Background: an optimization exercise with open tools, aiming at small area. Do not read the settings as production practice.
RTL that was checked went through simulation tests only; none was proved equivalent to the original.
Power and IR drop assume default switching activity.

==> flow/design.v <==
`timescale 1ns / 1ps
module axis_extremum_finder
(
    input  wire                             aclk,
    input  wire                             aresetn,
    input  wire [4:0]                       log_count,
    input  wire [2:0]                       shift,
    output logic [15:0]                     lower_threshold,
    output logic [15:0]                     upper_threshold,
    input  wire [15:0]                      signal_a
);
    logic                                   measure;
    logic  [15:0]                           tmp_min, tmp_max;
    logic  [30:0]                           count;
    wire   [31:0]                           inc;
    wire                                    last;
    wire   [15:0]                           sum, center, d_min, d_max, new_min, new_max;
    wire   [15:0]                           sh_min, sh_max;
    wire   [30:0]                           upper;
    assign upper = 31'h7FFFFFFF << log_count;
    assign last  = (|(count & upper)) | (&(count | upper));
    assign inc   = count + 32'd1;
    vt_add #(.W(16)) u_sum  (.a(tmp_max), .b(tmp_min),  .cin(1'b0), .s(sum));
    assign center = {sum[15], sum[15:1]};
    vt_add #(.W(16)) u_dmin (.a(tmp_min), .b(~center), .cin(1'b1), .s(d_min));
    vt_add #(.W(16)) u_dmax (.a(tmp_max), .b(~center), .cin(1'b1), .s(d_max));
    assign sh_min = $signed(d_min) >>> shift;
    assign sh_max = $signed(d_max) >>> shift;
    vt_add #(.W(16)) u_nmin (.a(sh_min),  .b(center),  .cin(1'b0), .s(new_min));
    vt_add #(.W(16)) u_nmax (.a(sh_max),  .b(center),  .cin(1'b0), .s(new_max));
    always_ff @(posedge aclk) begin
        if (~aresetn) begin
            lower_threshold <= 16'h7FFF;
            upper_threshold <= 16'h8000;
            measure         <= 1'b0;
        end else begin
            if (measure && last) begin
                lower_threshold <= new_min;
                upper_threshold <= new_max;
            end
            measure         <= ~(measure & last);
        end
    end
    always_ff @(posedge aclk) begin
        if (~measure) begin
            tmp_min         <= 16'h7FFF;
            tmp_max         <= 16'h8000;
            count           <= 31'd0;
        end else begin
            if ($signed(signal_a) < $signed(tmp_min))
                tmp_min     <= signal_a;
            if ($signed(signal_a) > $signed(tmp_max))
                tmp_max     <= signal_a;
            count           <= inc[30:0];
        end
    end
endmodule
`timescale 1ns / 1ps
module axis_position_tracker
(
    input  wire                             aclk,
    input  wire                             aresetn,
    input  wire [15:0]                      lower_threshold,
    input  wire [15:0]                      upper_threshold,
    input  wire [4:0]                       log_scale,
    input  wire [15:0]                      signal_a,
    input  wire [15:0]                      signal_b,
    output logic [31:0]                     position
);
    localparam                              idle            = 2'b00,
                                            low             = 2'b01,
                                            high            = 2'b10;
    logic  [1:0]                            state;
    wire   [15:0]                           sum, center;
    wire                                    below, above, forward, step;
    wire   [31:0]                           y, run, flip, from_l;
    vt_add #(.W(16)) u_sum (.a(upper_threshold), .b(lower_threshold), .cin(1'b0), .s(sum));
    assign center  = {sum[15], sum[15:1]};
    assign below   = $signed(signal_a) < $signed(lower_threshold);
    assign above   = $signed(signal_a) > $signed(upper_threshold);
    assign forward = $signed(signal_b) > $signed(center);
    assign step    = (state == high) & below;
    assign from_l  = 32'hFFFFFFFF << log_scale;
    assign y       = (position ^ {32{~forward}}) | ~from_l;
    vt_prefix_and #(.W(32)) u_run (.x(y), .y(run));
    assign flip    = {32{step}} & from_l & run;
    always_ff @(posedge aclk) begin
        if (~aresetn) begin
            position        <= 32'd0;
            state           <= idle;
        end else begin
            position        <= position ^ flip;
            case (state)
                idle:    if (below) state <= low;
                low:     if (above) state <= high;
                high:    if (below) state <= low;
                default: ;
            endcase
        end
    end
endmodule
`timescale 1ns / 1ps
module axis_throttler
(
    input  wire                             aclk,
    input  wire                             aresetn,
    input  wire [4:0]                       log_throttle,
    output logic                            deny,
    output logic                            pass_        
);
    logic [30:0]                            count;
    wire  [31:0]                            inc;
    wire                                    last;
    wire  [30:0]                            upper;
    assign upper = 31'h7FFFFFFF << log_throttle;
    assign last  = (|(count & upper)) | (&(count | upper));
    assign inc   = count + 32'd1;
    always_ff @(posedge aclk) begin
        count <= (aresetn & ~last) ? inc[30:0] : 31'd0;
        deny  <= aresetn & ~last;
        pass_ <= ~aresetn | last;
    end
endmodule
`timescale 1ns / 1ps
module axis_differentiator
(
    input  wire                             aclk,
    input  wire                             aresetn,
    input  wire                             enable,
    input  wire                             load,        
    input  wire                             hold,        
    input  wire [31:0]                      din,
    output wire [31:0]                      dout
);
    logic  [31:0]                           x0, x1, x2, x3, x4, part, result;
    wire   [32:0]                           sum1, sum2;
    wire   [31:0]                           a, b, c, cs_s, cs_c, part_next, result_next;
    vt_add #(.W(33)) u_sum1 (.a({x4[31], x4}), .b(~{x0[31], x0}), .cin(1'b1), .s(sum1));
    vt_add #(.W(33)) u_sum2 (.a({x1[31], x1}), .b(~{x3[31], x3}), .cin(1'b1), .s(sum2));
    assign a      = {{2{sum1[32]}}, sum1[32:3]};
    assign b      = {{3{sum1[32]}}, sum1[32:4]};
    assign c      = ~{{4{sum2[32]}}, sum2[32:5]};
    assign cs_s   = a ^ b ^ c;
    assign cs_c   = (a & b) | (a & c) | (b & c);
    vt_add #(.W(32)) u_part (.a(cs_s), .b({cs_c[30:0], 1'b1}), .cin(1'b0), .s(part_next));
    vt_add #(.W(32)) u_res  (.a(part), .b(sum2[31:0]), .cin(1'b0), .s(result_next));
    assign dout = enable ? result : din;
    always_ff @(posedge aclk) begin
        x0     <= ({32{load}} & din)         | ({32{hold}} & x0);
        x1     <= ({32{load}} & x0)          | ({32{hold}} & x1);
        x2     <= ({32{load}} & x1)          | ({32{hold}} & x2);
        x3     <= ({32{load}} & x2)          | ({32{hold}} & x3);
        x4     <= ({32{load}} & x3)          | ({32{hold}} & x4);
        part   <= ({32{load}} & part_next)   | ({32{hold}} & part);
        result <= ({32{load}} & result_next) | ({32{hold}} & result);
    end
endmodule
`timescale 1ns / 1ps
module vibrometer_tracker
(
    input  wire                             clk,
    input  wire                             aresetn,
    input  wire [4:0]                       log_count_extremum,
    input  wire [2:0]                       shift_extremum,
    input  wire [4:0]                       log_scale,
    input  wire                             filter_enable,
    input  wire [4:0]                       log_throttle,
    input  wire [31:0]                      raw_tdata,
    output wire [15:0]                      lower_threshold,
    output wire [15:0]                      upper_threshold,
    output wire [31:0]                      position_tdata,
    output wire                             filter_tvalid,
    output wire [31:0]                      filter_tdata
);
    wire                                    deny, pass_;
    axis_extremum_finder axis_extremum_finder (
        .aclk               (clk),
        .aresetn            (aresetn),
        .log_count          (log_count_extremum),
        .shift              (shift_extremum),
        .lower_threshold    (lower_threshold),
        .upper_threshold    (upper_threshold),
        .signal_a           (raw_tdata[15:0])
    );
    axis_position_tracker axis_position_tracker (
        .aclk               (clk),
        .aresetn            (aresetn),
        .lower_threshold    (lower_threshold),
        .upper_threshold    (upper_threshold),
        .log_scale          (log_scale),
        .signal_a           (raw_tdata[15:0]),
        .signal_b           (raw_tdata[31:16]),
        .position           (position_tdata)
    );
    axis_throttler axis_throttler (
        .aclk               (clk),
        .aresetn            (aresetn),
        .log_throttle       (log_throttle),
        .deny               (deny),
        .pass_              (pass_)
    );
    assign filter_tvalid = aresetn & ~deny;
    axis_differentiator axis_differentiator (
        .aclk               (clk),
        .aresetn            (aresetn),
        .enable             (filter_enable),
        .load               (aresetn & pass_),
        .hold               (aresetn & deny),
        .din                (position_tdata),
        .dout               (filter_tdata)
    );
endmodule
module vt_add #
(
    parameter integer                       W = 32
)
(
    input  wire [W-1:0]                     a,
    input  wire [W-1:0]                     b,
    input  wire                             cin,
    output wire [W-1:0]                     s
);
    localparam integer                      LG = $clog2(W);
    wire   [W-1:0]                          p, g, gin;
    assign p   = a ^ b;
    assign g   = a & b;
    assign gin = {g[W-1:1], g[0] | (p[0] & cin)};
    genvar k, i;
    for (k = 0; k < 2 * LG; k = k + 1) begin : level
        localparam integer D = (k < LG) ? (1 << k) : (1 << (2 * LG - 1 - k));
        wire [W-1:0] gi, pi, go, po;
        if (k == 0) begin : first
            assign gi = gin;
            assign pi = p;
        end else begin : next
            assign gi = level[k-1].go;
            assign pi = level[k-1].po;
        end
        for (i = 0; i < W; i = i + 1) begin : bit_
            if ((k <  LG && i >= 2 * D - 1 && (i - (2 * D - 1)) % (2 * D) == 0) ||
                (k >= LG && i >= 3 * D - 1 && (i - (3 * D - 1)) % (2 * D) == 0)) begin : op
                assign go[i] = gi[i] | (pi[i] & gi[i - D]);
                assign po[i] = pi[i] & pi[i - D];
            end else begin : pass
                assign go[i] = gi[i];
                assign po[i] = pi[i];
            end
        end
    end
    assign s = p ^ {level[2*LG-1].go[W-2:0], cin};
endmodule
module vt_prefix_and #
(
    parameter integer                       W = 32
)
(
    input  wire [W-1:0]                     x,
    output wire [W-1:0]                     y
);
    localparam integer                      LG = $clog2(W);
    genvar k, i;
    for (k = 0; k < 2 * LG; k = k + 1) begin : level
        localparam integer D = (k < LG) ? (1 << k) : (1 << (2 * LG - 1 - k));
        wire [W-1:0] qi, qo;
        if (k == 0) begin : first
            assign qi = x;
        end else begin : next
            assign qi = level[k-1].qo;
        end
        for (i = 0; i < W; i = i + 1) begin : bit_
            if ((k <  LG && i >= 2 * D - 1 && (i - (2 * D - 1)) % (2 * D) == 0) ||
                (k >= LG && i >= 3 * D - 1 && (i - (3 * D - 1)) % (2 * D) == 0)) begin : op
                assign qo[i] = qi[i] & qi[i - D];
            end else begin : pass
                assign qo[i] = qi[i];
            end
        end
    end
    assign y = {level[2*LG-1].qo[W-2:0], 1'b1};
endmodule
Settings: LEC_CHECK=0, CAP_MARGIN=20, CORE_MARGIN=2, CORE_UTILIZATION=40, SLEW_MARGIN=20; clock period 8.0 ns.
run.sh (not shown) runs the stock make flow with config.mk's settings and CLKGATE_MAP_FILE= SYNTH_SCRIPT=/design/flow/synth_recipe.tcl, a recipe that flattens the netlist after the stock synthesis.
Change:
--- a/flow/design.v
+++ b/flow/design.v
@@ -14,14 +14,12 @@
     logic  [30:0]                           count;
     wire   [31:0]                           inc;
     wire                                    last;
     wire   [15:0]                           sum, center, d_min, d_max, new_min, new_max;
     wire   [15:0]                           sh_min, sh_max;
-    wire   [30:0]                           upper;
-    assign upper = 31'h7FFFFFFF << log_count;
-    assign last  = (|(count & upper)) | (&(count | upper));
-    assign inc   = count + 32'd1;
+    vt_add #(.W(32)) u_inc (.a({1'b0, count}), .b(32'd0), .cin(1'b1), .s(inc));
+    assign last = |(inc & (32'hFFFFFFFF << log_count));
     vt_add #(.W(16)) u_sum  (.a(tmp_max), .b(tmp_min),  .cin(1'b0), .s(sum));
     assign center = {sum[15], sum[15:1]};
     vt_add #(.W(16)) u_dmin (.a(tmp_min), .b(~center), .cin(1'b1), .s(d_min));
     vt_add #(.W(16)) u_dmax (.a(tmp_max), .b(~center), .cin(1'b1), .s(d_max));
     assign sh_min = $signed(d_min) >>> shift;
@@ -103,24 +101,20 @@
 module axis_throttler
 (
     input  wire                             aclk,
     input  wire                             aresetn,
     input  wire [4:0]                       log_throttle,
-    output logic                            deny,
-    output logic                            pass_        
+    output logic                            deny
 );
     logic [30:0]                            count;
     wire  [31:0]                            inc;
     wire                                    last;
-    wire  [30:0]                            upper;
-    assign upper = 31'h7FFFFFFF << log_throttle;
-    assign last  = (|(count & upper)) | (&(count | upper));
-    assign inc   = count + 32'd1;
+    vt_add #(.W(32)) u_inc (.a({1'b0, count}), .b(32'd0), .cin(1'b1), .s(inc));
+    assign last = |(inc & (32'hFFFFFFFF << log_throttle));
     always_ff @(posedge aclk) begin
         count <= (aresetn & ~last) ? inc[30:0] : 31'd0;
         deny  <= aresetn & ~last;
-        pass_ <= ~aresetn | last;
     end
 endmodule
 `timescale 1ns / 1ps
 module axis_differentiator
 (
@@ -170,11 +164,11 @@
     output wire [15:0]                      upper_threshold,
     output wire [31:0]                      position_tdata,
     output wire                             filter_tvalid,
     output wire [31:0]                      filter_tdata
 );
-    wire                                    deny, pass_;
+    wire                                    deny;
     axis_extremum_finder axis_extremum_finder (
         .aclk               (clk),
         .aresetn            (aresetn),
         .log_count          (log_count_extremum),
         .shift              (shift_extremum),
@@ -194,19 +188,18 @@
     );
     axis_throttler axis_throttler (
         .aclk               (clk),
         .aresetn            (aresetn),
         .log_throttle       (log_throttle),
-        .deny               (deny),
-        .pass_              (pass_)
+        .deny               (deny)
     );
     assign filter_tvalid = aresetn & ~deny;
     axis_differentiator axis_differentiator (
         .aclk               (clk),
         .aresetn            (aresetn),
         .enable             (filter_enable),
-        .load               (aresetn & pass_),
+        .load               (filter_tvalid),
         .hold               (aresetn & deny),
         .din                (position_tdata),
         .dout               (filter_tdata)
     );
 endmodule
- The changed run passed the timing, design-rule and antenna checks
- die area rose by 2.7%
- routed wire length came out lower by 4.9%
- power falls by 24%
- synthesized cell count is higher by 0.90%
- sequential power shrinks by about 4%
- worst setup slack degrades by 0.012 ns
- count of clock-buffer cells in the layout drops by 3
- via count fell by 1.9%
- sequential cell count drops by 1
- area after synthesis rose by 2.8%
No functional check of the RTL was part of any run of this note.


RTL: the design.v shown in full above, as it stands there.
==> flow/config.mk <==
export PLATFORM = sky130hd
export DESIGN_NAME = vibrometer_tracker
export DESIGN_NICKNAME = vibrometer_tracker
export VERILOG_FILES = /design/flow/design.v
export SDC_FILE = /design/flow/constraint.sdc
export NUM_CORES = 4
export LEC_CHECK = 0
export CAP_MARGIN = 20
export CORE_MARGIN = 2
export CORE_UTILIZATION = 40
export SLEW_MARGIN = 20
==> flow/constraint.sdc <==
create_clock -name core_clock -period 8.0 [get_ports {clk}]
set_input_delay 1.6000 -clock core_clock [delete_from_list [all_inputs] [get_ports {clk}]]
set_output_delay 1.6000 -clock core_clock [all_outputs]
set_load 0.01 [all_outputs]
standard.sh (not shown) runs the stock make flow with config.mk's settings and CLKGATE_MAP_FILE= SYNTH_SCRIPT=/design/flow/synth_recipe.tcl, a recipe that flattens the netlist after the stock synthesis.
==> flow/flow/run.sh <==
#!/bin/bash
# Standard layout (the standard.sh: standard synthesis, floorplan, power grid, placement,
# CTS, routing) with two knobs changed:
#  - port buffers use the smallest plain buffer instead of the default pick
#  - clock tree synthesis inserts no dummy loads
set -euo pipefail
export BUFFER_PORTS_ARGS="-buffer_cell sky130_fd_sc_hd__buf_1"
export CTS_ARGS="-sink_clustering_enable -repair_clock_nets -dont_use_dummy_load"
bash standard.sh finish > standard_flow.log 2>&1
The starting point completed without violations.
Then changed:
--- a/flow/design.v
+++ b/flow/design.v
@@ -10,25 +10,28 @@
     input  wire [15:0]                      signal_a
 );
     logic                                   measure;
     logic  [15:0]                           tmp_min, tmp_max;
-    logic  [30:0]                           count;
-    wire   [31:0]                           inc;
+    logic  [31:0]                           count1;      
     wire                                    last;
     wire   [15:0]                           sum, center, d_min, d_max, new_min, new_max;
     wire   [15:0]                           sh_min, sh_max;
-    wire   [30:0]                           upper;
-    assign upper = 31'h7FFFFFFF << log_count;
-    assign last  = (|(count & upper)) | (&(count | upper));
-    assign inc   = count + 32'd1;
+    assign last = |(count1 & (32'hFFFFFFFF << log_count));
     vt_add #(.W(16)) u_sum  (.a(tmp_max), .b(tmp_min),  .cin(1'b0), .s(sum));
     assign center = {sum[15], sum[15:1]};
-    vt_add #(.W(16)) u_dmin (.a(tmp_min), .b(~center), .cin(1'b1), .s(d_min));
     vt_add #(.W(16)) u_dmax (.a(tmp_max), .b(~center), .cin(1'b1), .s(d_max));
-    assign sh_min = $signed(d_min) >>> shift;
     assign sh_max = $signed(d_max) >>> shift;
-    vt_add #(.W(16)) u_nmin (.a(sh_min),  .b(center),  .cin(1'b0), .s(new_min));
     vt_add #(.W(16)) u_nmax (.a(sh_max),  .b(center),  .cin(1'b0), .s(new_max));
+    wire   [15:0]                           top;
+    wire   [6:0]                            below;
+    wire                                    carry, wrap;
+    assign top    = ~(16'hFFFF >> shift);
+    assign below  = ~(7'h7F << shift);
+    assign carry  = sum[0] ? ((d_max[6:0] & below & 7'h7E) == 7'd0) : ((d_max[6:0] & below) == 7'd0);
+    assign wrap   = (d_max == 16'h8000) | (sum[0] & (d_max == 16'h8001));
+    assign sh_min = ~sh_max | ({16{wrap}} & top);
+    vt_add #(.W(16)) u_nmin (.a(sh_min),  .b(center),  .cin(carry), .s(d_min));
+    assign new_min = (shift == 3'd0) ? tmp_min : d_min;
     always_ff @(posedge aclk) begin
         if (~aresetn) begin
             lower_threshold <= 16'h7FFF;
             upper_threshold <= 16'h8000;
@@ -44,15 +47,15 @@
     always_ff @(posedge aclk) begin
         if (~measure) begin
             tmp_min         <= 16'h7FFF;
             tmp_max         <= 16'h8000;
-            count           <= 31'd0;
+            count1          <= 32'd1;
         end else begin
             if ($signed(signal_a) < $signed(tmp_min))
                 tmp_min     <= signal_a;
             if ($signed(signal_a) > $signed(tmp_max))
                 tmp_max     <= signal_a;
-            count           <= inc[30:0];
+            count1          <= count1 + 32'd1;
         end
     end
 endmodule
 `timescale 1ns / 1ps
@@ -107,19 +110,15 @@
     input  wire [4:0]                       log_throttle,
     output logic                            deny,
     output logic                            pass_        
 );
-    logic [30:0]                            count;
-    wire  [31:0]                            inc;
+    logic [31:0]                            count1;
     wire                                    last;
-    wire  [30:0]                            upper;
-    assign upper = 31'h7FFFFFFF << log_throttle;
-    assign last  = (|(count & upper)) | (&(count | upper));
-    assign inc   = count + 32'd1;
-    always_ff @(posedge aclk) begin
-        count <= (aresetn & ~last) ? inc[30:0] : 31'd0;
-        deny  <= aresetn & ~last;
-        pass_ <= ~aresetn | last;
+    assign last = |(count1 & (32'hFFFFFFFF << log_throttle));
+    always_ff @(posedge aclk) begin
+        count1 <= (aresetn & ~last) ? count1 + 32'd1 : 32'd1;
+        deny   <= aresetn & ~last;
+        pass_  <= ~aresetn | last;
     end
 endmodule
 `timescale 1ns / 1ps
 module axis_differentiator
@@ -219,9 +218,9 @@
     input  wire [W-1:0]                     b,
     input  wire                             cin,
     output wire [W-1:0]                     s
 );
-    localparam integer                      LG = $clog2(W);
+    localparam integer                      LG = (W > 32) ? 6 : (W > 16) ? 5 : (W > 8) ? 4 : (W > 4) ? 3 : (W > 2) ? 2 : 1;
     wire   [W-1:0]                          p, g, gin;
     assign p   = a ^ b;
     assign g   = a & b;
     assign gin = {g[W-1:1], g[0] | (p[0] & cin)};
@@ -256,9 +255,9 @@
 (
     input  wire [W-1:0]                     x,
     output wire [W-1:0]                     y
 );
-    localparam integer                      LG = $clog2(W);
+    localparam integer                      LG = (W > 32) ? 6 : (W > 16) ? 5 : (W > 8) ? 4 : (W > 4) ? 3 : (W > 2) ? 2 : 1;
     genvar k, i;
     for (k = 0; k < 2 * LG; k = k + 1) begin : level
         localparam integer D = (k < LG) ? (1 << k) : (1 << (2 * LG - 1 - k));
         wire [W-1:0] qi, qo;
What happened: Power falls by 5.5%; via count went down by 6.5%; area after synthesis falls by 5.1%; global-route usage falls by 0.37 points; worst setup slack loses 110 ps; clock power hardly moves.
No functional check of the RTL was part of the first run of this note.

re-timing with driven ports:
How much do the figures lean on ideal ports? The routed layouts below were timed once more, with nothing changed but the port constraints.
Step 1 (the two cells are an assumption about what drives the block):
set clk [get_ports {clk}]
set_driving_cell -lib_cell sky130_fd_sc_hd__clkbuf_16 $clk
set_driving_cell -lib_cell sky130_fd_sc_hd__buf_2 [delete_from_list [all_inputs] $clk]
Step 2, shift: input delay + t, output delay - t, t = (earliest + latest rising clock arrival at the registers) / 2. This alone moves slack from input paths to output paths.
Three values: ideal ports, drivers, drivers and shift; two values: the first two.
| run | t (ns) | setup WS [ns] | worst hold slack (ns) | worst setup path at the end | worst slew at a driven data input, ns |
|---|---|---|---|---|---|
| the first run of note 1 | 0.655 | 0.457 / 0.457 / 0.457 | 0.440 / 0.440 / 0.440 | register to register | 0.12 |
| the second run of note 1 | 0.659 | 0.445 / 0.445 / 0.445 | 0.450 / 0.450 / 0.450 | register to register | 0.10 |
| the first run of note 2 | 0.645 | 0.539 / 0.539 / 0.539 | 0.416 / 0.416 / 0.416 | register to register | 0.12 |
| the second run of note 2 | 0.629 | 0.428 / 0.428 / 0.428 | 0.449 / 0.449 / 0.449 | register to register | 0.09 |
After both steps setup and hold are still met in every run listed.
